This is an optimization exercise on Yosys and OpenROAD, whose aim is small area and a short achievable clock period, not a production implementation.
Function was checked by simulation only, so behaviour that the tests miss may differ from the original.
No activity file was given, so power comes from the tool's default toggle rates.

==> flow/design.v <==
module FIR(Dout,
           Din,
           clk,
           reset);
    output  [17:0]  Dout;
    input   [7:0]   Din;
    input           clk, reset;
    reg [7:0]  x1, x2, x3, x4, x5, x6, x7;
    reg [15:0] S;
    wire s1, c2;
    ha u2 (x2[0], x4[0], s1, c2);
    wire s3, c4;
    fa u4 (x2[1], x4[1], c2, s3, c4);
    wire s5, c6;
    fa u6 (x2[2], x4[2], c4, s5, c6);
    wire s7, c8;
    fa u8 (x2[3], x4[3], c6, s7, c8);
    wire s9, c10;
    fa u10 (x2[4], x4[4], c8, s9, c10);
    wire s11, c12;
    fa u12 (x2[5], x4[5], c10, s11, c12);
    wire s13, c14;
    fa u14 (x2[6], x4[6], c12, s13, c14);
    wire s15, c16;
    fa u16 (x2[7], x4[7], c14, s15, c16);
    wire n17 = ~s1;
    wire n18 = ~s3;
    wire n19 = ~s5;
    wire n20 = ~s7;
    wire n21 = ~s9;
    wire n22 = ~s11;
    wire n23 = ~s13;
    wire n24 = ~s15;
    wire n25 = ~c16;
    wire n26 = ~x7[0];
    wire n27 = ~x7[1];
    wire n28 = ~x7[2];
    wire n29 = ~x7[3];
    wire n30 = ~x7[4];
    wire n31 = ~x7[5];
    wire n32 = ~x7[6];
    wire n33 = ~x7[7];
    wire s34, c35;
    fa u35 (x6[0], n26, Din[0], s34, c35);
    wire s36, c37;
    fa u37 (x6[1], n27, n17, s36, c37);
    wire s38, c39;
    fa u39 (s36, Din[1], c35, s38, c39);
    wire s40, c41;
    fa u41 (x6[2], x3[0], n28, s40, c41);
    wire s42, c43;
    fa u43 (s40, n18, c37, s42, c43);
    wire s44, c45;
    fa u45 (s42, Din[2], c39, s44, c45);
    wire n46 = ~s44;
    wire s47, c48;
    fa u48 (x6[3], x3[1], x7[0], s47, c48);
    wire s49, c50;
    fa u50 (n29, c41, s47, s49, c50);
    wire s51, c52;
    fa u52 (s49, n19, c43, s51, c52);
    wire s53, c54;
    fa u54 (s51, Din[3], c45, s53, c54);
    wire s55, c56;
    ha u56 (s44, s53, s55, c56);
    wire s57, c58;
    fa u58 (x6[0], x6[4], x3[0], s57, c58);
    wire s59, c60;
    fa u60 (x3[2], x7[1], n30, s59, c60);
    wire s61, c62;
    fa u62 (s1, c48, s57, s61, c62);
    wire s63, c64;
    fa u64 (s59, c50, s61, s63, c64);
    wire s65, c66;
    fa u66 (s63, n20, c52, s65, c66);
    wire s67, c68;
    fa u68 (Din[0], Din[4], s65, s67, c68);
    wire s69, c70;
    fa u70 (s67, c54, c56, s69, c70);
    wire s71, c72;
    fa u72 (x6[1], x6[5], x1[0], s71, c72);
    wire s73, c74;
    fa u74 (x5[0], x3[0], x3[1], s73, c74);
    wire s75, c76;
    fa u76 (x3[3], x7[2], n31, s75, c76);
    wire s77, c78;
    fa u78 (s1, c58, c60, s77, c78);
    wire s79, c80;
    fa u80 (s71, s73, s75, s79, c80);
    wire s81, c82;
    fa u82 (s3, c62, s77, s81, c82);
    wire s83, c84;
    fa u84 (s79, c64, s81, s83, c84);
    wire s85, c86;
    fa u86 (Din[1], Din[5], n21, s85, c86);
    wire s87, c88;
    fa u88 (c66, s83, s85, s87, c88);
    wire s89, c90;
    fa u90 (c68, s87, c70, s89, c90);
    wire s91, c92;
    fa u92 (x6[2], x6[6], x1[1], s91, c92);
    wire s93, c94;
    fa u94 (x5[1], x3[1], x3[2], s93, c94);
    wire s95, c96;
    fa u96 (x3[4], x7[3], n32, s95, c96);
    wire s97, c98;
    fa u98 (c72, c74, c76, s97, c98);
    wire s99, c100;
    fa u100 (s91, s93, s95, s99, c100);
    wire s101, c102;
    fa u102 (s3, c78, c80, s101, c102);
    wire s103, c104;
    fa u104 (s97, s99, s5, s103, c104);
    wire s105, c106;
    fa u106 (c82, s101, s103, s105, c106);
    wire s107, c108;
    fa u108 (c84, Din[2], Din[6], s107, c108);
    wire s109, c110;
    fa u110 (s105, n22, c86, s109, c110);
    wire s111, c112;
    fa u112 (s107, c88, s109, s111, c112);
    wire s113, c114;
    ha u114 (s111, c90, s113, c114);
    wire s115, c116;
    fa u116 (x6[3], x6[7], x1[2], s115, c116);
    wire s117, c118;
    fa u118 (x5[2], x3[2], x3[3], s117, c118);
    wire s119, c120;
    fa u120 (x3[5], x7[4], n33, s119, c120);
    wire s121, c122;
    fa u122 (c92, c94, c96, s121, c122);
    wire s123, c124;
    fa u124 (s115, s117, s119, s123, c124);
    wire s125, c126;
    fa u126 (c98, c100, s121, s125, c126);
    wire s127, c128;
    fa u128 (s123, s5, c102, s127, c128);
    wire s129, c130;
    fa u130 (s125, s7, c104, s129, c130);
    wire s131, c132;
    fa u132 (s127, Din[3], Din[7], s131, c132);
    wire s133, c134;
    fa u134 (c106, s129, c108, s133, c134);
    wire s135, c136;
    fa u136 (s131, n23, c110, s135, c136);
    wire s137, c138;
    fa u138 (s133, c112, s135, s137, c138);
    wire s139, c140;
    ha u140 (s137, c114, s139, c140);
    wire s141, c142;
    fa u142 (x6[4], x1[3], x5[3], s141, c142);
    wire s143, c144;
    fa u144 (x3[3], x3[4], x3[6], s143, c144);
    wire s145, c146;
    fa u146 (x7[5], c116, c118, s145, c146);
    wire s147, c148;
    fa u148 (c120, s141, s143, s147, c148);
    wire s149, c150;
    fa u150 (c122, s145, c124, s149, c150);
    wire s151, c152;
    fa u152 (s147, c126, s149, s151, c152);
    wire s153, c154;
    fa u154 (s7, c128, s9, s153, c154);
    wire s155, c156;
    fa u156 (c130, Din[4], s151, s155, c156);
    wire s157, c158;
    fa u158 (c132, s153, s155, s157, c158);
    wire s159, c160;
    fa u160 (c134, s157, n24, s159, c160);
    wire s161, c162;
    fa u162 (c136, c138, s159, s161, c162);
    wire s163, c164;
    ha u164 (s161, c140, s163, c164);
    wire s165, c166;
    fa u166 (x6[5], x1[4], x5[4], s165, c166);
    wire s167, c168;
    fa u168 (x3[4], x3[5], x3[7], s167, c168);
    wire s169, c170;
    fa u170 (x7[6], c142, c144, s169, c170);
    wire s171, c172;
    fa u172 (s165, s167, c146, s171, c172);
    wire s173, c174;
    fa u174 (c148, s169, s171, s173, c174);
    wire s175, c176;
    fa u176 (c150, s173, c152, s175, c176);
    wire s177, c178;
    fa u178 (s9, Din[5], s11, s177, c178);
    wire s179, c180;
    fa u180 (c154, c156, s175, s179, c180);
    wire s181, c182;
    fa u182 (s177, c158, s179, s181, c182);
    wire s183, c184;
    fa u184 (n25, s181, c160, s183, c184);
    wire s185, c186;
    fa u186 (s183, c162, c164, s185, c186);
    wire n187 = ~s185;
    wire s188, c189;
    fa u189 (x6[6], x1[5], x5[5], s188, c189);
    wire s190, c191;
    fa u191 (x3[5], x3[6], x7[7], s190, c191);
    wire s192, c193;
    fa u193 (c166, c168, s188, s192, c193);
    wire s194, c195;
    fa u195 (s190, c170, s192, s194, c195);
    wire s196, c197;
    fa u197 (c172, s194, c174, s196, c197);
    wire s198, c199;
    fa u199 (Din[6], s196, c176, s198, c199);
    wire s200, c201;
    fa u201 (s11, s13, c178, s200, c201);
    wire s202, c203;
    fa u203 (c180, s198, s200, s202, c203);
    wire s204, c205;
    fa u205 (c182, s202, c184, s204, c205);
    wire s206, c207;
    fa u207 (s204, c186, s185, s206, c207);
    wire s208, c209;
    fa u209 (x6[7], x1[6], x5[6], s208, c209);
    wire s210, c211;
    fa u211 (x3[6], x3[7], c189, s210, c211);
    wire s212, c213;
    fa u213 (c191, s208, c193, s212, c213);
    wire s214, c215;
    fa u215 (s210, c195, s212, s214, c215);
    wire s216, c217;
    fa u217 (Din[7], s214, c197, s216, c217);
    wire s218, c219;
    fa u219 (s216, c199, s13, s218, c219);
    wire s220, c221;
    fa u221 (s15, c201, s218, s220, c221);
    wire s222, c223;
    fa u223 (c203, s220, c205, s222, c223);
    wire s224 = ~(s222 ^ c207);
    wire c225 = s222 | c207;
    wire s226, c227;
    fa u227 (x1[7], x5[7], x3[7], s226, c227);
    wire s228, c229;
    fa u229 (c209, s226, c211, s228, c229);
    wire s230, c231;
    fa u231 (c213, s228, c215, s230, c231);
    wire s232, c233;
    fa u233 (s230, c217, c16, s232, c233);
    wire s234, c235;
    fa u235 (s15, c219, s232, s234, c235);
    wire s236, c237;
    fa u237 (c221, s234, c223, s236, c237);
    wire s238 = ~(s236 ^ c225);
    wire c239 = s236 | c225;
    wire s240, c241;
    fa u241 (c227, c229, c231, s240, c241);
    wire s242, c243;
    fa u243 (s240, c16, c233, s242, c243);
    wire s244, c245;
    fa u245 (c235, s242, c237, s244, c245);
    wire s246 = ~(s244 ^ c239);
    wire c247 = s244 | c239;
    wire s248, c249;
    fa u249 (c241, c243, c245, s248, c249);
    wire s250 = ~(s248 ^ c247);
    wire c251 = s248 | c247;
    wire s252 = ~(c249 ^ c251);
    wire c253 = c249 | c251;
    wire [15:0] S_next = {s252, s250, s246, s238, s224, s206, n187, s163, s139, s113, s89, s69, s55, n46, s38, s34};
    always @(posedge clk) begin
        if (reset) begin
            x1 <= 8'd0; x2 <= 8'd0; x3 <= 8'd0; x4 <= 8'd0;
            x5 <= 8'd0; x6 <= 8'd0; x7 <= 8'd0;
            S  <= 16'hFF01;
        end else begin
            x1 <= Din; x2 <= x1; x3 <= x2; x4 <= x3;
            x5 <= x4; x6 <= x5; x7 <= x6;
            S  <= S_next;
        end
    end
    wire [15:0] y;
    outadd ua (S, Din, 1'b0, y);
    assign Dout = {2'b00, y};
endmodule
module outadd(input [15:0] s, input [7:0] d, input [0:0] k, output [15:0] y);
    assign y = s + {5'd0, d, 3'd0} + {8'd0, ~d};
endmodule
module fa(input a, input b, input c, output s, output co);
    assign s = a ^ b ^ c;
    assign co = (a & b) | (a & c) | (b & c);
endmodule
module ha(input a, input b, output s, output co);
    assign s = a ^ b;
    assign co = a & b;
endmodule
Settings: LEC_CHECK=0, CAP_MARGIN=20, CORE_MARGIN=2, CORE_UTILIZATION=40, SETUP_SLACK_MARGIN=5, SLEW_MARGIN=20, SYNTH_HIERARCHICAL=1, SYNTH_MINIMUM_KEEP_SIZE=0; clock period 12.0 ns.
run.sh (not shown) runs the stock make flow with config.mk's settings and CLKGATE_MAP_FILE= SYNTH_SCRIPT=/design/flow/synth_recipe.tcl, a recipe that flattens the netlist after the stock synthesis.
==> next run, changes <==
==> flow/flow/run.sh (new file) <==
#!/bin/bash
set -euo pipefail
MARGIN=$(cat flow/margin.txt)
MAKELINE=$(grep '^make ' standard.sh | sed 's/"\${@:-finish}"//')
eval "$MAKELINE SETUP_SLACK_MARGIN=$MARGIN finish" > make_finish.log 2>&1
# everything is built: this only writes out/final.def from the final layout
bash standard.sh finish > make_def.log 2>&1
==> flow/flow/margin.txt (new file) <==
6
==> flow/standard.sh (new file) <==
#!/bin/bash
# synth_recipe.tcl (not shown) runs the flow's synth.tcl, then flattens the netlist and writes it again
# the make line also repeats each setting of config.mk as NAME=value (left out here)
make -C /OpenROAD-flow-scripts/flow DESIGN_CONFIG=/design/flow/config.mk WORK_HOME=/design/flow/orfs CLKGATE_MAP_FILE= SYNTH_SCRIPT=/design/flow/synth_recipe.tcl "${@:-finish}"
removed: flow/run.sh
Outcome:
- worst hold slack stays flat
- count of clock-buffer cells in the layout shrinks by 1
- critical path depth drops by 1
==> next run, changes <==
==> flow/run.sh (new file) <==
#!/bin/bash
# synth_recipe.tcl (not shown) runs the flow's synth.tcl, then flattens the netlist and writes it again
# the make line also repeats each setting of config.mk as NAME=value (left out here)
make -C /OpenROAD-flow-scripts/flow DESIGN_CONFIG=/design/flow/config.mk WORK_HOME=/design/flow/orfs CLKGATE_MAP_FILE= SYNTH_SCRIPT=/design/flow/synth_recipe.tcl finish
- SETUP_SLACK_MARGIN: 5 -> 3
removed: flow/flow/run.sh
removed: flow/flow/margin.txt
removed: flow/standard.sh
Effect:
- design area fell by roughly a tenth
- cell count fell by a few percent
- wire length fell by roughly a tenth
- area after synthesis stays the same
- power fell by about a fifth

[port drivers added, routing unchanged]
The results above use ideal ports. As a check the final layouts listed here were re-extracted and re-timed, cells and wires unchanged.
Step 1 sets driving cells, clkbuf_16 on the clock port and buf_2 on the other inputs (assumed; they add their load-dependent delay and slew).
Step 2 times the ports against the registers' clock, not the clock port: input delays grow and output delays shrink by t, the midpoint of the rising clock arrivals with the driver on.
Slacks: ideal ports / drivers / drivers and shift; pairs: ideal ports / drivers.
| run | t (ns) | setup slack, ns | clock arrival spread, ns | worst register clock-pin slew, ns | worst slew at a driven data input, ns |
|---|---|---|---|---|---|
| the first run | 0.364 | 5.043 / 5.000 / 4.670 | 0.010 / 0.010 | 0.06 / 0.06 | 0.07 |
| the second run | 0.367 | 5.224 / 5.149 / 4.887 | 0.007 / 0.007 | 0.06 / 0.06 | 0.07 |
| the third run | 0.378 | 3.943 / 3.903 / 3.903 | 0.003 / 0.003 | 0.06 / 0.06 | 0.04 |
After both steps setup and hold are still met in every run listed. For the first run, which loses most, drivers alone change the setup slack by -0.043 ns; drivers and shift together by -0.373 ns.
